Context: an optimization exercise on an open-source flow, tuned for small area. The choices shown serve that exercise and are no tape-out recipe. Function was checked by simulation only, so behaviour that the tests miss may differ from the original. No driver is modelled on the clock port, so clock power and skew are understated where the tree is cut down; a real chip needs a root buffer or a tree. Power and IR drop assume default switching activity.

// cache
module cache(reset, seletorVia, habilita, clock, endereco, entradaDeDados, saidaDeDados, hit, miss, lru1, lru2, dirty1, dirty2, valid1, valid2);
input seletorVia;
input habilita;
input clock;
input reset;
input [2:0] endereco;
input [7:0] entradaDeDados;
output reg [7:0] saidaDeDados;
output reg dirty1, dirty2, lru1, lru2, hit, miss;
output valid1, valid2;
reg [7:0] dado1 [0:7];   
reg [7:0] e1;            
reg [7:0] ff2;           
assign valid1 = 1'b1;
assign valid2 = 1'b1;
wire acc  = seletorVia | habilita;           
wire wr1  = ~seletorVia & habilita;          
wire lru10 = ~reset & lru1 & ~lru2;          
wire wr2  = seletorVia & habilita & lru10;   
wire din_ff = &entradaDeDados;
wire hold = ~acc & ~reset;                   
wire [7:0] dec = 8'd1 << endereco;
wire [7:0] we1 = {8{acc}} & dec;
wire [7:0] we2 = {8{wr2}} & dec;
reg [7:0] rd;
integer j;
always @(*) begin
  rd = 8'd0;
  for (j = 0; j < 8; j = j + 1)
    rd = rd | ({8{dec[j]}} & dado1[j]);
end
wire e1_a  = reset | |(dec & e1);
wire ff2_a = |(dec & ff2);
wire ff1_a = e1_a | &rd;
wire cmp_hit = e1_a ? din_ff : (rd == entradaDeDados);
wire hit_n  = (wr1 & ~ff1_a) | (wr2 & ~ff2_a) | (seletorVia & ~wr2 & cmp_hit) | (hold & hit);
wire miss_n = (wr1 & ff1_a) | (wr2 & ff2_a) | (seletorVia & ~wr2 & ~cmp_hit) | (hold & miss);
integer i;
always @(posedge clock) begin
  for (i = 0; i < 8; i = i + 1)
    if (we1[i])
      dado1[i] <= entradaDeDados;
  e1  <= ~we1 & (e1 | {8{reset}});
  for (i = 0; i < 8; i = i + 1)
    if (reset)
      ff2[i] <= 1'b1;
    else if (we2[i])
      ff2[i] <= din_ff;
  saidaDeDados <= ({8{acc}} & entradaDeDados) | ({8{hold}} & saidaDeDados);
  ...
For scale: ~94 flip-flops, about 31 I/O pins.
Settings: LEC_CHECK=0, CAP_MARGIN=0, CORE_MARGIN=2, CORE_UTILIZATION=60, GPL_TIMING_DRIVEN=0, SLEW_MARGIN=0; clock period 5.0 ns.
standard.sh (not shown) runs the stock make flow with config.mk's settings and CLKGATE_MAP_FILE= SYNTH_SCRIPT=/design/flow/synth_recipe.tcl, a recipe that flattens the netlist after the stock synthesis.
==> flow/flow/run.sh <==
#!/bin/bash
# The standard layout (standard.sh) with area-oriented knobs:
#  - synthesis: synth_recipe.tcl with an area-oriented ABC mapping script (synth_area.tcl)
#  - port buffers (and synthesis pass-through buffers) of the smallest buffer cell
#  - no dummy loads in the clock tree
#  - after CTS, downsize cells on paths with slack to spare (post_cts.tcl)
set -euo pipefail
here=$(pwd)
bash standard.sh \
  "SYNTH_SCRIPT=$here/flow/synth_area.tcl" \
  "BUFFER_PORTS_ARGS=-buffer_cell sky130_fd_sc_hd__buf_1" \
  "CTS_ARGS=-sink_clustering_enable -repair_clock_nets -dont_use_dummy_load" \
  "POST_CTS_TCL=$here/flow/post_cts.tcl" \
  "MIN_BUF_CELL_AND_PORTS=sky130_fd_sc_hd__buf_1 A X" \
  finish > make_finish.log 2>&1
==> flow/flow/area.abc <==
strash
&get -n
&dch -f
&nf -R 1000
&put
strash
&get -n
&dch -f
&nf -R 1000
&put
topo
==> flow/flow/post_cts.tcl <==
# Recover area: downsize cells on paths that have slack to spare, then re-legalise.
estimate_parasitics -placement
repair_timing -recover_power 100 -verbose
detailed_placement
check_placement -verbose
==> flow/flow/synth_area.tcl <==
# The standard synthesis (synth_recipe.tcl), with the final technology mapping done by an
# area-oriented ABC script instead of ORFS's delay-oriented one. Registers are untouched: abc
# maps only the combinational logic, so register names and cell types are the standard ones.
set area_flow_dir [file dirname [file normalize [info script]]]
set area_abc_script [file join $area_flow_dir area.abc]
proc abc {args} {
  set i [lsearch -exact $args -script]
  if { $i >= 0 } { lset args [expr { $i + 1 }] $::area_abc_script }
  yosys abc {*}$args
}
source [file join [file dirname $area_flow_dir] synth_recipe.tcl]
Change:
--- a/flow/flow/run.sh
+++ b/flow/flow/run.sh
@@ -4,4 +4,4 @@
 #  - port buffers (and synthesis pass-through buffers) of the smallest buffer cell
-#  - no dummy loads in the clock tree
-#  - after CTS, downsize cells on paths with slack to spare (post_cts.tcl)
+#  - clock tree: a single level of clock buffers built by manual_cts.tcl
+#  - after the clock tree, downsize cells on paths with slack to spare (post_cts.tcl)
 set -euo pipefail
@@ -11,3 +11,3 @@
   "BUFFER_PORTS_ARGS=-buffer_cell sky130_fd_sc_hd__buf_1" \
-  "CTS_ARGS=-sink_clustering_enable -repair_clock_nets -dont_use_dummy_load" \
+  "PRE_CTS_TCL=$here/flow/manual_cts.tcl" \
   "POST_CTS_TCL=$here/flow/post_cts.tcl" \
==> flow/flow/manual_cts.tcl (new file) <==
set mcts_cell sky130_fd_sc_hd__buf_12
set mcts_groups 4

set block [ord::get_db_block]
set db [ord::get_db]
set master [$db findMaster $mcts_cell]
set clk_net [$block findNet clock]

set sinks {}
foreach it [$clk_net getITerms] {
  set inst [$it getInst]
  set bb [$inst getBBox]
  lappend sinks [list $it [expr { ([$bb xMin] + [$bb xMax]) / 2 }] [expr { ([$bb yMin] + [$bb yMax]) / 2 }]]
}
puts "manual CTS: [llength $sinks] clock sinks, $mcts_groups x $mcts_cell"

proc mcts_split { items n } {
  # split items into n groups of near-equal size: by x first, then by y
  if { $n <= 1 } { return [list $items] }
  set half [expr { $n / 2 }]
  set byx [lsort -integer -index 1 $items]
  set cut [expr { [llength $items] * $half / $n }]
  set a [lrange $byx 0 [expr { $cut - 1 }]]
  set b [lrange $byx $cut end]
  set out {}
  foreach g [list $a $b] k [list $half [expr { $n - $half }]] {
    if { $k <= 1 } { lappend out $g; continue }
    set byy [lsort -integer -index 2 $g]
    set c2 [expr { [llength $g] * ($k / 2) / $k }]
    lappend out [lrange $byy 0 [expr { $c2 - 1 }]] [lrange $byy $c2 end]
  }
  return $out
}

set groups [mcts_split $sinks $mcts_groups]
set k 0
foreach g $groups {
  set inst [odb::dbInst_create $block $master "clkbuf_manual_$k"]
  set net [odb::dbNet_create $block "clknet_manual_$k"]
  $net setSigType CLOCK
  [$inst findITerm A] connect $clk_net
  [$inst findITerm X] connect $net
  set sx 0
  set sy 0
  foreach s $g {
    set it [lindex $s 0]
    $it disconnect
    $it connect $net
    incr sx [lindex $s 1]
    incr sy [lindex $s 2]
  }
  set cx [expr { $sx / [llength $g] }]
  set cy [expr { $sy / [llength $g] }]
  $inst setLocation $cx $cy
  $inst setPlacementStatus PLACED
  puts "manual CTS: clkbuf_manual_$k drives [llength $g] sinks at ($cx, $cy)"
  incr k
}
$clk_net setSigType CLOCK
global_connect

# TritonCTS is not run: the tree above is the clock tree.
proc clock_tree_synthesis { args } {
  puts "manual CTS: clock_tree_synthesis skipped ($args)"
}
set_propagated_clock [all_clocks]
Settings changed: CORE_UTILIZATION 60 to 85.
What happened:
- The new run completed and failed the layout checks on capacitance limit, slew limit
- power goes down by 2.8%
- fmax goes down by 19%
- worst hold slack gains 32 ps
- sequential cell count stays the same
- wire length rises by 41%
- final area goes down by 2.1%
The clock cells of the second run of this note come from the design's own scripts or RTL, not from TritonCTS.

---

cache again, from the RTL that the note above started with.
Design cache, start of the top module:
module cache(reset, seletorVia, habilita, clock, endereco, entradaDeDados, saidaDeDados, hit, miss, lru1, lru2, dirty1, dirty2, valid1, valid2);
clock: 5.0 ns
lec_check: 0
cap_margin: 20
core_margin: 2
core_utilization: 40
gpl_timing_driven: 0
slew_margin: 20
==> flow/flow/run.sh <==
#!/bin/bash
# The standard layout (standard.sh) with area-oriented knobs:
#  - synthesis: synth_recipe.tcl with an area-oriented ABC mapping script (synth_area.tcl)
#  - port buffers (and synthesis pass-through buffers) of the smallest buffer cell
#  - no dummy loads in the clock tree
#  - after CTS, downsize cells on paths with slack to spare (post_cts.tcl)
set -euo pipefail
here=$(pwd)
bash standard.sh \
  "SYNTH_SCRIPT=$here/flow/synth_area.tcl" \
  "BUFFER_PORTS_ARGS=-buffer_cell sky130_fd_sc_hd__buf_1" \
  "CTS_ARGS=-sink_clustering_enable -repair_clock_nets -dont_use_dummy_load" \
  "POST_CTS_TCL=$here/flow/post_cts.tcl" \
  "MIN_BUF_CELL_AND_PORTS=sky130_fd_sc_hd__buf_1 A X" \
  finish > make_finish.log 2>&1
Scripts as last shown in full above: flow/flow/area.abc, flow/flow/post_cts.tcl, flow/flow/synth_area.tcl
The baseline finished clean.
Rerun with:
- CAP_MARGIN: 20 -> 0
- CORE_UTILIZATION: 40 -> 75
- SLEW_MARGIN: 20 -> 0
Global-route usage increases by 15 points. Critical path depth went down by 1. Register-to-register slack degrades by 0.18 ns. Worst hold slack gains 0.0095 ns. Final area goes down by 2.8%.

---

cache again, from the RTL that the note above started with.
==> flow/config.mk <==
export PLATFORM = sky130hd
export DESIGN_NAME = cache
export DESIGN_NICKNAME = cache
export VERILOG_FILES = /design/flow/design.v
export SDC_FILE = /design/flow/constraint.sdc
export NUM_CORES = 4
export LEC_CHECK = 0
export CAP_MARGIN = 0
export CORE_MARGIN = 2
export CORE_UTILIZATION = 75
export GPL_TIMING_DRIVEN = 0
export SLEW_MARGIN = 0
==> flow/constraint.sdc <==
create_clock -name core_clock -period 5.0 [get_ports {clock}]
set_input_delay 1.0000 -clock core_clock [delete_from_list [all_inputs] [get_ports {clock}]]
set_output_delay 1.0000 -clock core_clock [all_outputs]
set_load 0.01 [all_outputs]
==> flow/flow/run.sh <==
#!/bin/bash
# The standard layout (standard.sh) with area-oriented knobs:
#  - synthesis: synth_recipe.tcl with an area-oriented ABC mapping script (synth_area.tcl)
#  - port buffers (and synthesis pass-through buffers) of the smallest buffer cell
#  - clock tree: a single level of clock buffers built by manual_cts.tcl
#  - after CTS, downsize cells on paths with slack to spare (post_cts.tcl)
set -euo pipefail
here=$(pwd)
bash standard.sh \
  "SYNTH_SCRIPT=$here/flow/synth_area.tcl" \
  "BUFFER_PORTS_ARGS=-buffer_cell sky130_fd_sc_hd__buf_1" \
  "PRE_CTS_TCL=$here/flow/manual_cts.tcl" \
  "POST_CTS_TCL=$here/flow/post_cts.tcl" \
  "MIN_BUF_CELL_AND_PORTS=sky130_fd_sc_hd__buf_1 A X" \
  finish > make_finish.log 2>&1
==> flow/flow/manual_cts.tcl <==
set mcts_cell sky130_fd_sc_hd__clkbuf_16
set mcts_groups 4

set block [ord::get_db_block]
set db [ord::get_db]
set master [$db findMaster $mcts_cell]
set clk_net [$block findNet clock]

set sinks {}
foreach it [$clk_net getITerms] {
  if { [$it isInputSignal] || [[$it getMTerm] getSigType] eq "CLOCK" || 1 } {
    set inst [$it getInst]
    set bb [$inst getBBox]
    lappend sinks [list $it [expr { ([$bb xMin] + [$bb xMax]) / 2 }] [expr { ([$bb yMin] + [$bb yMax]) / 2 }]]
  }
}
puts "manual CTS: [llength $sinks] clock sinks, $mcts_groups x $mcts_cell"

proc mcts_split { items n } {
  # split items into n groups of near-equal size: by x first, then by y
  if { $n <= 1 } { return [list $items] }
  set half [expr { $n / 2 }]
  set byx [lsort -integer -index 1 $items]
  set cut [expr { [llength $items] * $half / $n }]
  set a [lrange $byx 0 [expr { $cut - 1 }]]
  set b [lrange $byx $cut end]
  set out {}
  foreach g [list $a $b] k [list $half [expr { $n - $half }]] {
    if { $k <= 1 } { lappend out $g; continue }
    set byy [lsort -integer -index 2 $g]
    set c2 [expr { [llength $g] * ($k / 2) / $k }]
    lappend out [lrange $byy 0 [expr { $c2 - 1 }]] [lrange $byy $c2 end]
  }
  return $out
}

set groups [mcts_split $sinks $mcts_groups]
set k 0
foreach g $groups {
  set inst [odb::dbInst_create $block $master "clkbuf_manual_$k"]
  set net [odb::dbNet_create $block "clknet_manual_$k"]
  $net setSigType CLOCK
  [$inst findITerm A] connect $clk_net
  [$inst findITerm X] connect $net
  set sx 0
  set sy 0
  foreach s $g {
    set it [lindex $s 0]
    $it disconnect
    $it connect $net
    incr sx [lindex $s 1]
    incr sy [lindex $s 2]
  }
  set cx [expr { $sx / [llength $g] }]
  set cy [expr { $sy / [llength $g] }]
  $inst setLocation $cx $cy
  $inst setPlacementStatus PLACED
  puts "manual CTS: clkbuf_manual_$k drives [llength $g] sinks at ($cx, $cy)"
  incr k
}
$clk_net setSigType CLOCK
global_connect

# TritonCTS is not run: the tree above is the clock tree.
proc clock_tree_synthesis { args } {
  puts "manual CTS: clock_tree_synthesis skipped ($args)"
}
set_propagated_clock [all_clocks]
Scripts as last shown in full above: flow/flow/area.abc, flow/flow/post_cts.tcl, flow/flow/synth_area.tcl
==> next run, changes <==
--- a/flow/flow/run.sh
+++ b/flow/flow/run.sh
@@ -5 +5 @@
-#  - clock tree: a single level of clock buffers built by manual_cts.tcl
+#  - no dummy loads in the clock tree
@@ -12 +12 @@
-  "PRE_CTS_TCL=$here/flow/manual_cts.tcl" \
+  "CTS_ARGS=-sink_clustering_enable -repair_clock_nets -dont_use_dummy_load" \
--- a/flow/config.mk
+++ b/flow/config.mk
@@ -10 +10 @@
-export CORE_UTILIZATION = 75
+export CORE_UTILIZATION = 40
removed: flow/flow/manual_cts.tcl
Global-route usage shrinks by 13 points.
Setup slack gets better by 0.41 ns.
Routed wire length grows by about 4.6%.
First-iteration DRC count shrinks by about 44%.
Via count shrinks by about 4%.
Power grows by 5.0%.
Cell area grows by 2.8%.
Clock skew grows by 0.012 ns.
Die area grows by about 80%.
Hold slack gets worse by 0.0094 ns.
Cell count grows by about 19%.
==> next run, changes <==
--- a/flow/flow/run.sh
+++ b/flow/flow/run.sh
@@ -5 +5 @@
-#  - no dummy loads in the clock tree
+#  - clock tree: a single level of clock buffers built by manual_cts.tcl
@@ -12 +12 @@
-  "CTS_ARGS=-sink_clustering_enable -repair_clock_nets -dont_use_dummy_load" \
+  "PRE_CTS_TCL=$here/flow/manual_cts.tcl" \
==> flow/flow/manual_cts.tcl (new file) <==
set mcts_cell sky130_fd_sc_hd__buf_8
set mcts_groups 4

set block [ord::get_db_block]
set db [ord::get_db]
set master [$db findMaster $mcts_cell]
set clk_net [$block findNet clock]

set sinks {}
foreach it [$clk_net getITerms] {
  if { [$it isInputSignal] || [[$it getMTerm] getSigType] eq "CLOCK" || 1 } {
    set inst [$it getInst]
    set bb [$inst getBBox]
    lappend sinks [list $it [expr { ([$bb xMin] + [$bb xMax]) / 2 }] [expr { ([$bb yMin] + [$bb yMax]) / 2 }]]
  }
}
puts "manual CTS: [llength $sinks] clock sinks, $mcts_groups x $mcts_cell"

proc mcts_split { items n } {
  # split items into n groups of near-equal size: by x first, then by y
  if { $n <= 1 } { return [list $items] }
  set half [expr { $n / 2 }]
  set byx [lsort -integer -index 1 $items]
  set cut [expr { [llength $items] * $half / $n }]
  set a [lrange $byx 0 [expr { $cut - 1 }]]
  set b [lrange $byx $cut end]
  set out {}
  foreach g [list $a $b] k [list $half [expr { $n - $half }]] {
    if { $k <= 1 } { lappend out $g; continue }
    set byy [lsort -integer -index 2 $g]
    set c2 [expr { [llength $g] * ($k / 2) / $k }]
    lappend out [lrange $byy 0 [expr { $c2 - 1 }]] [lrange $byy $c2 end]
  }
  return $out
}

set groups [mcts_split $sinks $mcts_groups]
set k 0
foreach g $groups {
  set inst [odb::dbInst_create $block $master "clkbuf_manual_$k"]
  set net [odb::dbNet_create $block "clknet_manual_$k"]
  $net setSigType CLOCK
  [$inst findITerm A] connect $clk_net
  [$inst findITerm X] connect $net
  set sx 0
  set sy 0
  foreach s $g {
    set it [lindex $s 0]
    $it disconnect
    $it connect $net
    incr sx [lindex $s 1]
    incr sy [lindex $s 2]
  }
  set cx [expr { $sx / [llength $g] }]
  set cy [expr { $sy / [llength $g] }]
  $inst setLocation $cx $cy
  $inst setPlacementStatus PLACED
  puts "manual CTS: clkbuf_manual_$k drives [llength $g] sinks at ($cx, $cy)"
  incr k
}
$clk_net setSigType CLOCK
global_connect

# TritonCTS is not run: the tree above is the clock tree.
proc clock_tree_synthesis { args } {
  puts "manual CTS: clock_tree_synthesis skipped ($args)"
}
set_propagated_clock [all_clocks]
--- a/flow/config.mk
+++ b/flow/config.mk
@@ -10 +10 @@
-export CORE_UTILIZATION = 40
+export CORE_UTILIZATION = 75
Result:
- The changed run completed with no timing, DRC or antenna violations
- fmax shrinks by 11%
- worst setup slack loses 0.46 ns
- synthesized area does not change
- cell count came out lower by 16%
- power went down by 8.6%
- critical path depth went down by 1
==> next run, changes <==
--- a/flow/flow/manual_cts.tcl
+++ b/flow/flow/manual_cts.tcl
@@ -1 +1 @@
-set mcts_cell sky130_fd_sc_hd__buf_8
+set mcts_cell sky130_fd_sc_hd__buf_12
Outcome:
- cell area rises by 0.54%
- total power rises by 2.9%
- via count rises by 0.43%
- critical path depth stays the same
The clock cells of the first, third and fourth runs of this note come from the design's own scripts or RTL, not from TritonCTS.

afterwards: timing with drivers on the ports:
In the flow no input, the clock included, has a driving cell. The finished layouts below were timed again as built, in two steps.
Step 1 sets driving cells, clkbuf_16 on the clock port and buf_2 on the other inputs (assumed; they add their load-dependent delay and slew).
Step 2 adds t to the input delays and takes it off the output delays; t is the mean of the earliest and latest rising clock arrival at the registers after step 1. Input paths then give back, and output paths get back, about the clock's delay inside the block.
Slacks: ideal / step 1 / step 2; pairs: ideal / step 1.
| run | t, ns | slack for setup (ns) | worst hold slack (ns) | clock arrival spread, ns |
|---|---|---|---|---|
| the first run of note 1 | 0.361 | 1.226 / 1.229 / 0.868 | 0.468 / 0.468 / 0.468 | 0.020 / 0.020 |
| the second run of note 1 | 0.207 | 0.332 / 0.389 / 0.182 | 0.500 / 0.500 / 0.500 | 0.011 / 0.012 |
| the first run of note 2 | 0.382 | 1.314 / 1.321 / 0.940 | 0.464 / 0.464 / 0.464 | 0.014 / 0.015 |
| the second run of note 2 | 0.369 | 1.125 / 1.132 / 0.762 | 0.473 / 0.473 / 0.473 | 0.013 / 0.013 |
| the first run of note 3 | 0.223 | 0.921 / 0.974 / 0.752 | 0.476 / 0.476 / 0.476 | 0.011 / 0.011 |
| the second run of note 3 | 0.368 | 1.326 / 1.331 / 0.963 | 0.467 / 0.467 / 0.467 | 0.025 / 0.025 |
| the third run of note 3 | 0.210 | 0.871 / 0.920 / 0.710 | 0.484 / 0.484 / 0.484 | 0.013 / 0.013 |
| the fourth run of note 3 | 0.205 | 0.889 / 0.949 / 0.744 | 0.475 / 0.475 / 0.475 | 0.010 / 0.011 |
For the first run of note 2, which loses most, drivers alone change the setup slack by +0.007 ns; drivers and shift together by -0.374 ns.
